This is an optimization exercise on Yosys and OpenROAD, whose aim is small area and a short achievable clock period, not a production implementation.
No functional check of the RTL was part of this run.

===== design/flow/run.sh =====
#!/bin/bash
# synth_recipe.tcl (not shown) runs the flow's synth.tcl, then flattens the netlist and writes it again
# the make line also repeats each setting of config.mk as NAME=value (left out here)
make -C /OpenROAD-flow-scripts/flow DESIGN_CONFIG=/design/flow/config.mk WORK_HOME=/design/flow/orfs CLKGATE_MAP_FILE= SYNTH_SCRIPT=/design/flow/synth_recipe.tcl finish

===== design/flow/config.mk =====
export PLATFORM = sky130hd
export DESIGN_NAME = MAC
export DESIGN_NICKNAME = MAC
export VERILOG_FILES = /design/flow/design.v
export SDC_FILE = /design/flow/constraint.sdc
export NUM_CORES = 4
export LEC_CHECK = 0
export CAP_MARGIN = 20
export CORE_MARGIN = 2
export CORE_UTILIZATION = 40
export SLEW_MARGIN = 20

===== design/flow/constraint.sdc =====
create_clock -name core_clock -period 8.4 [get_ports {clk}]
set_input_delay 1.6800 -clock core_clock [delete_from_list [all_inputs] [get_ports {clk}]]
set_output_delay 1.6800 -clock core_clock [all_outputs]
set_load 0.01 [all_outputs]

===== design/flow/design.v =====
module MAC(
	clk,
	rst_n,
	in_valid,
	in_mode,
	in_act,
	in_wgt,
	out_act_idx,
	out_wgt_idx,
	out_idx,
    out_valid,
	out_data,
	out_finish
);
input clk, rst_n, in_valid, in_mode;
input [0:7][3:0] in_act;
input [0:8][3:0] in_wgt;
output logic [3:0] out_act_idx, out_wgt_idx, out_idx;
output logic out_valid, out_finish;
output logic [0:7][11:0] out_data;
logic cs, ns;
logic mode;
logic [3:0] cnt_reg, cnt, cnt_nxt;
logic [0:7][0:7][3:0] in;  
logic [0:9][0:9][3:0] act;  
logic [0:8][3:0] wgt;
logic [0:7][0:8][3:0] a;
logic [0:8][3:0] w;
logic [0:7][11:0] d;
logic [0:7][11:0] data;
logic [2:0] out_cnt;  
logic out_valid_nxt;
always @(*) begin
	case (cs)
	0: ns = (in_valid)? 1 : cs;
	1: ns = (out_finish)? 0 : cs;
	endcase
end
always @(posedge clk or negedge rst_n) begin
	if (~rst_n) begin
		cs <= 0;
	end else begin
		cs <= ns;
	end
end
always @(posedge clk or negedge rst_n) begin
	if (~rst_n) begin
		mode <= 0;
	end else if (in_valid) begin  
		mode <= in_mode;
	end	else begin  
		mode <= mode;
	end
end
assign out_act_idx = cnt;
assign out_wgt_idx = cnt + 1;
always @(*) begin
	if (in_valid) begin
		cnt_nxt = 0;
	end else if (cnt == 15) begin 
		cnt_nxt = 0;
	end else begin
		cnt_nxt = cnt + 1;
	end
end
always @(posedge clk or negedge rst_n) begin
	if (!rst_n) begin
		cnt <= 0;
		cnt_reg <= 0;
	end
	else begin
		cnt <= cnt_nxt;
		cnt_reg <= cnt;
	end
end
genvar i;
genvar j;
generate
	for (i = 0; i < 8; i = i + 1) begin  
		for (j = 0; j < 8; j = j + 1) begin  
			always @(posedge clk or negedge rst_n) begin
				if (~rst_n) begin
					in[i][j] <= 0;
				end else if (i == out_act_idx) begin  
					in[i][j] <= in_act[j];
				end else begin
					in[i][j] <= in[i][j];  
				end
			end
		end
	end
endgenerate
generate
	for(i = 0;i<10; i = i+1)begin
		assign act[0][i] = 0;
		assign act[9][i] = 0;
		assign act[i][0] = 0;
		assign act[i][9] = 0;
	end
	for (i = 1; i < 9; i = i + 1) begin
		for (j = 1; j < 9; j = j + 1) begin
			assign act[i][j] = in[i-1][j-1]; 
		end
	end
endgenerate
generate
	for (i = 0; i < 9; i = i + 1) begin  
		always @(posedge clk or negedge rst_n) begin  
			if (~rst_n) begin
				wgt[i] <= 0;
			end else begin
				wgt[i] <= in_wgt[i];
			end
		end
	end
endgenerate
always @(*) begin
	if (mode) begin  
		case (cnt - 2)  
		0:begin  
			for (integer n = 0; n < 8; n = n + 1) begin
				a[n][0] = act[0][n];
				a[n][1] = act[0][n + 1];
				a[n][2] = act[0][n + 2];
				a[n][3] = act[1][n];
				a[n][4] = act[1][n + 1];
				a[n][5] = act[1][n + 2];
				a[n][6] = act[2][n];
				a[n][7] = act[2][n + 1];
				a[n][8] = act[2][n + 2];
			end
		end
		1:begin  
			for (integer n = 0; n < 8; n = n + 1) begin
				a[n][0] = act[1][n];
				a[n][1] = act[1][n + 1];
				a[n][2] = act[1][n + 2];
				a[n][3] = act[2][n];
				a[n][4] = act[2][n + 1];
				a[n][5] = act[2][n + 2];
				a[n][6] = act[3][n];
				a[n][7] = act[3][n + 1];
				a[n][8] = act[3][n + 2];
			end
		end
		2:begin  
			for (integer n = 0; n < 8; n = n + 1) begin
				a[n][0] = act[2][n];
				a[n][1] = act[2][n + 1];
				a[n][2] = act[2][n + 2];
				a[n][3] = act[3][n];
				a[n][4] = act[3][n + 1];
				a[n][5] = act[3][n + 2];
				a[n][6] = act[4][n];
				a[n][7] = act[4][n + 1];
				a[n][8] = act[4][n + 2];
			end
		end
		3:begin  
			for (integer n = 0; n < 8; n = n + 1) begin
				a[n][0] = act[3][n];
				a[n][1] = act[3][n + 1];
				a[n][2] = act[3][n + 2];
				a[n][3] = act[4][n];
				a[n][4] = act[4][n + 1];
				a[n][5] = act[4][n + 2];
				a[n][6] = act[5][n];
				a[n][7] = act[5][n + 1];
				a[n][8] = act[5][n + 2];
			end
		end
		4:begin  
			for (integer n = 0; n < 8; n = n + 1) begin
				a[n][0] = act[4][n];
				a[n][1] = act[4][n + 1];
				a[n][2] = act[4][n + 2];
				a[n][3] = act[5][n];
				a[n][4] = act[5][n + 1];
				a[n][5] = act[5][n + 2];
				a[n][6] = act[6][n];
				a[n][7] = act[6][n + 1];
				a[n][8] = act[6][n + 2];
			end
		end
		5:begin  
			for (integer n = 0; n < 8; n = n + 1) begin
				a[n][0] = act[5][n];
				a[n][1] = act[5][n + 1];
				a[n][2] = act[5][n + 2];
				a[n][3] = act[6][n];
				a[n][4] = act[6][n + 1];
				a[n][5] = act[6][n + 2];
				a[n][6] = act[7][n];
				a[n][7] = act[7][n + 1];
				a[n][8] = act[7][n + 2];
			end
		end
		6:begin  
			for (integer n = 0; n < 8; n = n + 1) begin
				a[n][0] = act[6][n];
				a[n][1] = act[6][n + 1];
				a[n][2] = act[6][n + 2];
				a[n][3] = act[7][n];
				a[n][4] = act[7][n + 1];
				a[n][5] = act[7][n + 2];
				a[n][6] = act[8][n];
				a[n][7] = act[8][n + 1];
				a[n][8] = act[8][n + 2];
			end
		end
		7:begin  
			for (integer n = 0; n < 8; n = n + 1) begin
				a[n][0] = act[7][n];
				a[n][1] = act[7][n + 1];
				a[n][2] = act[7][n + 2];
				a[n][3] = act[8][n];
				a[n][4] = act[8][n + 1];
				a[n][5] = act[8][n + 2];
				a[n][6] = act[9][n];
				a[n][7] = act[9][n + 1];
				a[n][8] = act[9][n + 2];
			end
		end
		default:begin  
			for (integer n = 0; n < 8; n = n + 1) begin
				for (integer m = 0; m < 9; m = m + 1) begin
					a[n][m] = 0;
				end
			end
		end
		endcase
	end else begin  
		for (integer n = 0; n < 8; n = n + 1) begin
			for (integer m = 0; m < 9; m = m + 1) begin
				a[n][m] = act [n + 1][m + 1];
			end
		end
	end
end
generate
	for (i = 0; i < 9; i = i + 1) begin
		always @(*) begin
			w[i] = wgt[i];  
			if (~mode) begin  
				if (i == 8) begin
					w[i] = 0;
				end
			end
		end
	end
endgenerate
genvar n;
generate
	for (n = 0; n < 8; n = n + 1) begin  
		always @(*) begin
			data[n] =  a[n][0]*w[0] + a[n][1]*w[1] + a[n][2]*w[2] + a[n][3]*w[3] + a[n][4]*w[4] + a[n][5]*w[5] + a[n][6]*w[6] + a[n][7]*w[7] + a[n][8]*w[8];
		end
	end
endgenerate
generate
	for (i = 0; i < 8; i = i + 1) begin
		always @(posedge clk or negedge rst_n) begin
			if (~rst_n) begin  
				out_data[i] <= 0;
			end else begin  
				out_data[i] <= data[i];
			end
		end
	end
endgenerate
assign out_cnt = (mode)? (cnt - 2) : (cnt - 8);  
always @(*) begin
	out_valid_nxt = 0;
	if (in_valid) begin
		out_valid_nxt = 0;
	end else if (mode && cs) begin  
		out_valid_nxt = ((cnt >= 2) && (cnt <= 9));
	end else if (~mode && cs) begin  
		out_valid_nxt = ((cnt >= 8) && (cnt <= 15));
	end
end
always @(posedge clk or negedge rst_n) begin
	if (~rst_n) begin  
		out_valid <= 0;
	end else begin 
		out_valid <= out_valid_nxt;
	end 
end
always @(posedge clk or negedge rst_n) begin
	if (~rst_n) begin
		out_idx[2:0] <= 0;
	end else begin
		out_idx[2:0] <= out_cnt;  
	end
end
always @(posedge clk or negedge rst_n) begin
	if (~rst_n) begin
		out_idx[3] <= 0;
	end else begin
		out_idx[3] <= ~mode;  
	end
end
always @(posedge clk or negedge rst_n) begin
	if (~rst_n) begin
		out_finish <= 0;
	end else begin
		out_finish <= out_valid && (out_cnt == 7);  
	end
end
endmodule

==> impl_metrics.csv <==
group,metric,value,unit
die,core.rowCount,144,
cts,clk_pin_slew,0.06,ns
timing,max_slew_margin,0.1930,
yosys,ys_top_cells_by_count,"1279 x inv_1, 999 x fa_1, 594 x ha_1",
yosys,syn_avg_cell_area,9.677,um2
drt,postRouteAntennaNets,0,
setup_path,worstRegToRegCells,25,
yosys,synth-seq-area-share,0.1614,
setup_path,crit_path_top_delay_cell,"a2111oi_0",
yosys,synth-warning-count,1,
layout,layout_cells_sized_above_1,0.1630,
setup_path,cp.required,8.95,ns
setup_path,end_kind,"flip-flop",
die,chipWidth,397.7,um
drt,wire_per_inst,31.63,um
setup_path,slowest_delay,0.55,ns
cts,ctsLongestPathBuffers,3,
layout,fillerInstances,14796,
die,dieArea,158200,um2
timing,max_freq,121.4,MHz
place,dpl.hpwl,225.2,mm
global_route,grt_antenna_before_repair,33,
setup_path,timing.reg2reg.setup_slack,0.16,ns
yosys,post-synth-top-count-cell,"inv_1",
yosys,area_share_of_the_largest_cell_type_after_synthesis,0.3225,
cts,cts_tree,"built",
yosys,post_synth_inst_count,6408,
setup_path,cp.arrival,8.78,ns
timing,layout_worst_path_cycle_share,0.9804,
layout,nNetsFinal,8349,
setup_path,regToRegEndpoint,"out_data[46]",
yosys,ys_top_cells_by_area,"fa_1 32%, dfrtp_1 16%, ha_1 12%",
cts,cts_sinks,400,
layout,post-route-util,0.4625,
setup_path,total_buffers_and_inverters_traversed_by_the_critical_path,6,
timing,timing_max_transition_violations_final,0,
yosys,ys_ff_latch,400,
timing,final.setup_skew,0.08659,ns
drt,route.final.wire_length,277.9,mm
timing,finalSetupViolations,0,
yosys,post_synthesis_instance_area,62010,um2
min_path,worstHoldStart,"cs",
yosys,largest_area_contributor_in_the_netlist,"fa_1",
global_route,grt_start_max_net_pins,116,
timing,rsz_0062_raised_after_global_routing,"yes",
die,area_of_the_core_region,154000,um2
min_path,worstHoldPathType,"reg2reg",
place,dp_slack,-0.3292,ns
place,placement.cell_area,68710,um2
drt,dr.pass1.iters,9,
layout,largest_register_ff_count,256,
cts,htree_num_levels,2,
place,final_weighted_congestion_of_routability_driven_global_placement,1.039,
die,die_height,397.7,um
global_route,global_route.overflow_total,0,
setup_path,r2r-start,"cnt[1]",
timing,finalHoldWorstSlack,0.4643,ns
timing,timing.final.hold_violations,0,
drt,detail_route.iter0.violations,5651,
yosys,postSynthNetCount,8073,
place,io_buffers,181,
setup_path,cp_max_fo,23,
drt,detail_route.vias_per_cell,5.873,
layout,finish.instance_area,71250,um2
global_route,first_global_vias,53163,
min_path,timing.hold.worst_endpoint,"cs",
layout,syn_to_final_growth,14.91,%
min_path,holdPathStages,1,
yosys,yosysUniqueCellTypes,71,
cts,number_of_buffers_created_by_cts,54,
run,maxCapViolations,0,
setup_path,timing.critical_path.mode_cell,"fa_1",
die,initial_core_util,0.4025,
setup_path,crit_family,"adder cells",
layout,top_register,"in",
outcome,status,"no timing/DRC/antenna violations",
drt,remaining_drc_errors,0,
layout,largest_registers,"in: 256 flops, out_data: 96 flops, wgt: 36 flops",
global_route,track_usage,0.3491,
yosys,async_reset_ff_frac,1.000,
yosys,synth_flop_cell,"dfrtp_1",
yosys,synth_enable_flop_cells,0,
cts,insertion_delay,0.75,ns
drt,detailroute.via_count,51597,
cts,clock_tree.root_cell,"clkbuf_16",
timing,least_margin_pin_slew,1.211,ns
cts,holdBufCountCts,0,
setup_path,critical_path_startpoint_category,"flip-flop",
timing,setup_slack,0.1650,ns
layout,final_cells,8785,
setup_path,timing_worst_setup_path_type,"reg2reg",
die,top_level_ports,182,
place,dpl.cell_count,8649,
timing,final.min_clock_period,8.235,ns
global_route,wire_length_of_the_first_global_routing_pass,391.6,mm
timing,totalNegativeSetupSlack,0,ns
==> final cells by class <==
class                           count  area (um2)  share of cell area
Timing Repair Buffer              618        6156             0.08639
Sequential cell                   400       10020              0.1406
Inverter                         1280        4805             0.06743
Antenna cell                       13       32.53           0.0004565
Tap cell                         2044        2557             0.03589
Multi-Input combinational cell   4330       45720              0.6416
Clock inverter                     30       451.7            0.006339
Clock buffer                       70        1511             0.02121
==> worst max-delay path by stage <==
stage	cells after the start	slack, ns	from	endpoint
6_report	25	0.16	cnt[1]	out_data[46]
5_1_grt	28	-0.05	cnt[1]	out_data[81]
4_1_cts	29	0.003	cnt[1]	out_data[59]
3_5_place_dp	29	-0.33	cnt[1]	out_data[59]
3_3_place_gp	29	-0.24	cnt[1]	out_data[59]
2_1_floorplan	34	0.25	cnt[1]	out_data[59]
==> cell families after synthesis <==
logic type	after synthesis	synth area share
compound gates	648	0.07266
flops	400	0.1614
buf+inv	1682	0.1078
mux	256	0.04649
simple gates	1781	0.1624
xor+xnor	48	0.006780
fa+ha+maj	1593	0.4424
==> per-layer routing <==
metal | part of all wire | global-route usage
met5 | 0.00013 | 0
met4 | 0.082 | 0.2332
met3 | 0.092 | 0.07642
met2 | 0.45 | 0.5474
met1 | 0.38 | 0.4325
==> repair_timing <==
action,4_1_cts,5_1_grt
pin swaps,1,28
setup buffers,0,16
endpoints found under the setup margin,19,43
cloned,0,7
gates resized for setup,8,102
==> cells in the final DEF (no fill, tap or decap), types with 13 or more instances in the layout <==
| cell | count |
|---|---|
| clkbuf_16 | 57 |
| fa_1 | 993 |
| a221oi_1 | 24 |
| o21ai_1 | 15 |
| nor3_1 | 23 |
| a21oi_1 | 17 |
| xor2_1 | 15 |
| a22o_1 | 23 |
| a222oi_1 | 38 |
| nand2_1 | 282 |
| nand3_1 | 238 |
| clkdlybuf4s50_1 | 180 |
| mux2_2 | 256 |
| buf_4 | 351 |
| dfrtp_1 | 393 |
| nand4_1 | 20 |
| and3_1 | 289 |
| inv_1 | 1279 |
| a22oi_1 | 115 |
| a2111oi_0 | 15 |
| ha_1 | 590 |
| buf_12 | 77 |
| nor2b_1 | 31 |
| nor2_1 | 279 |
| o21ai_0 | 270 |
| diode_2 | 13 |
| o211ai_1 | 19 |
| or2_2 | 115 |
| nor3b_1 | 252 |
| xnor2_1 | 33 |
| or3b_2 | 64 |
| and2_1 | 66 |
| nand3b_1 | 22 |

re-timing with driven ports:
How much do the figures lean on ideal ports? The routed layout below was timed once more, with nothing changed but the port constraints. Step 1: set_driving_cell puts a clkbuf_16 on clk and a buf_2 on each other input, an assumption about the parent block. Step 2 moves the port delays by t, midway between the first and last clock arrival at a register: inputs arrive t later, outputs are due t later. That takes back most of the time a late clock gives input paths. a / b / c = no drivers / after step 1 / after step 2; a / b = the first two.
shift t [ns]: 0.787
setup WS [ns]: 0.165 / 0.165 / 0.165
worst hold slack (ns): 0.464 / 0.464 / 0.464
worst setup path after step 2: register to register
After both steps setup and hold are still met in this run. The setup slack of this run moves by 0.000 ns with the drivers and by 0.000 ns with both steps.
